Source: an optimization exercise on an open RTL-to-GDS flow (aim: small area). Production flows keep margins and buffers that such runs may drop.
Only simulation tests tie the RTL to the original design; equivalence was not proved.
The clock input has no modelled driver; a real chip could not lean on it and would need a root buffer or a full tree.
Power figures rest on the tool's default switching activity, not on a simulated workload.

// blink_led_BlinkLED
module blink_led_BlinkLED
(
  input  clk,
  input  reset,
  input  led_in,
  input  led_we,
  output  led_out,
  output  run_busy,
  input  run_req
);
Size: ~30 flip-flops, about 7 I/O pins.
export LEC_CHECK = 0
export CAP_MARGIN = 20
export CORE_AREA = 2.3 2.72 59.8 59.84
export DIE_AREA = 0 0 62.1 62.1
export SLEW_MARGIN = 20
create_clock -name core_clock -period 5.0 [get_ports {clk}]
standard.sh (not shown) runs the stock make flow with config.mk's settings and CLKGATE_MAP_FILE= SYNTH_SCRIPT=/design/flow/synth_recipe.tcl, a recipe that flattens the netlist after the stock synthesis.
==> flow/flow/run.sh <==
#!/bin/bash
# Layout flow: the standard synthesis script and ORFS flow, with
#  - synthesis run with an area-oriented ABC mapping script (abc_area.script,
#    used in place of ORFS's abc_speed.script; everything else in synthesis,
#    including synth_recipe.tcl, is unchanged, so the registers and their names
#    are those of the standard synthesis),
#  - port buffers of the smallest buffer cell (buf_1),
#  - a clock tree of one buffer at the flip-flops' centre (cts_hook.tcl)
#    instead of TritonCTS's H-tree (which builds five buffers for 30 sinks).
# Each step's full output goes to its own log here; ORFS's own per-stage
# logs are under orfs/logs/.
set -euo pipefail
W=$(pwd)
rm -rf "$W/scripts_area"
cp -r "$FLOW_HOME/scripts" "$W/scripts_area"
cp "$W/flow/abc_area.script" "$W/scripts_area/abc_speed.script"
bash standard.sh "SCRIPTS_DIR=$W/scripts_area" synth > "$W/synth.log" 2>&1
bash standard.sh \
  "BUFFER_PORTS_ARGS=-buffer_cell sky130_fd_sc_hd__buf_1" \
  "PRE_CTS_TCL=$W/flow/cts_hook.tcl" \
  finish > "$W/layout.log" 2>&1
==> flow/flow/abc_area.script <==
strash
&get -n
&fraig -x
&put
scorr
dc2
dretime
strash
&get -n
&dch -f
&nf -R 1000
&put
dnsize
==> flow/flow/cts_hook.tcl <==
# Sourced by ORFS's cts.tcl before it calls clock_tree_synthesis. Replaces
# that call: the clock port drives one buf_12 placed at the centre of the
# flip-flops, which drives every flip-flop clock pin (all sinks see the same
# single buffer, so no register is skewed against another).
rename clock_tree_synthesis orfs_clock_tree_synthesis
proc clock_tree_synthesis {args} {
  set block [ord::get_db_block]
  set net [$block findNet clk]
  set n 0
  set sx 0
  set sy 0
  foreach it [$net getITerms] {
    set inst [$it getInst]
    set bb [$inst getBBox]
    set sx [expr {$sx + ([$bb xMin] + [$bb xMax]) / 2}]
    set sy [expr {$sy + ([$bb yMin] + [$bb yMax]) / 2}]
    incr n
  }
  set dbu [$block getDbUnitsPerMicron]
  set x [expr {double($sx) / $n / $dbu}]
  set y [expr {double($sy) / $n / $dbu}]
  puts "clock buffer for $n sinks at ($x, $y)"
  insert_buffer -buffer_cell sky130_fd_sc_hd__buf_12 -net clk \
    -location [list $x $y] -buffer_name clkbuf_root -net_name clk_root
  set_propagated_clock [all_clocks]
}
Edit:
==> flow/flow/run.sh (replaced) <==
#!/bin/bash
# Layout flow: the standard synthesis and ORFS flow, with
#  - port buffers of the smallest buffer cell (buf_1),
#  - a clock tree of one clock buffer at the flip-flops' centre (cts_hook.tcl)
#    instead of TritonCTS's H-tree (which builds five buffers for 30 sinks).
# Each step's full output goes to its own log here; ORFS's own per-stage
# logs are under orfs/logs/.
set -euo pipefail
W=$(pwd)
bash standard.sh synth > "$W/synth.log" 2>&1
bash standard.sh \
  "BUFFER_PORTS_ARGS=-buffer_cell sky130_fd_sc_hd__buf_1" \
  "PRE_CTS_TCL=$W/flow/cts_hook.tcl" \
  finish > "$W/layout.log" 2>&1
--- a/flow/flow/cts_hook.tcl
+++ b/flow/flow/cts_hook.tcl
@@ -2 +2 @@
-# that call: the clock port drives one buf_12 placed at the centre of the
+# that call: the clock port drives one clkbuf_16 placed at the centre of the
@@ -23 +23 @@
-  insert_buffer -buffer_cell sky130_fd_sc_hd__buf_12 -net clk \
+  insert_buffer -buffer_cell sky130_fd_sc_hd__clkbuf_16 -net clk \
Settings changed: CORE_AREA 2.3 2.72 59.8 59.84 to not set, CORE_MARGIN set to 2, CORE_UTILIZATION set to 40, DIE_AREA 0 0 62.1 62.1 to not set.
removed: flow/flow/abc_area.script
Effect:
- The new run produced a clean layout
- combinational power climbs by about 6%
- critical path depth drops by 3
- via count climbs by 8.7%
- global-route usage climbs by 4.8 points
- final area climbs by 4.3%
- final cell count drops by 7.2%
- sequential power barely changes
- power climbs by 2.3%
- core utilization climbs by 16 points
- worst hold slack stays flat
Edit:
--- a/flow/flow/cts_hook.tcl
+++ b/flow/flow/cts_hook.tcl
@@ -2 +2 @@
-# that call: the clock port drives one clkbuf_16 placed at the centre of the
+# that call: the clock port drives one buf_12 placed at the centre of the
@@ -23 +23 @@
-  insert_buffer -buffer_cell sky130_fd_sc_hd__clkbuf_16 -net clk \
+  insert_buffer -buffer_cell sky130_fd_sc_hd__buf_12 -net clk \
Outcome: Final area fell by 0.49%. Die area does not change. Area after synthesis stays the same. Cell count stays the same. Routed wire length went up by about 0.45%. Flip-flop and latch count stays the same. Utilization went down by 0.22 points. Worst setup slack gains 0.021 ns. Via count hardly moves. Total power goes down by about 0.8%. Global-route usage is unchanged.
No run of this note takes its clock network from TritonCTS; it comes from the design's own scripts or RTL.

==> afterwards: timing with drivers on the ports <==
How much do the figures lean on ideal ports? The routed layouts below were timed once more, with nothing changed but the port constraints.
Step 1: set_driving_cell puts a clkbuf_16 on clk and a buf_2 on each other input, an assumption about the parent block.
Step 2 adds t to the input delays and takes it off the output delays; t is the mean of the earliest and latest rising clock arrival at the registers after step 1. Input paths then give back, and output paths get back, about the clock's delay inside the block.
Three values: no drivers, after step 1, after step 2; two values: the first two.
| run | t (ns) | slack for setup (ns) | worst register clock-pin slew, ns |
|---|---|---|---|
| the first run | 0.167 | 2.663 / 2.671 / 2.505 | 0.11 / 0.11 |
| the second run | 0.186 | 3.071 / 3.046 / 2.971 | 0.10 / 0.10 |
| the third run | 0.166 | 3.092 / 3.064 / 2.972 | 0.11 / 0.11 |
After both steps every run listed still meets setup and hold. The setup slack of the first run, which loses most, moves by +0.008 ns with the drivers and by -0.158 ns with both steps.
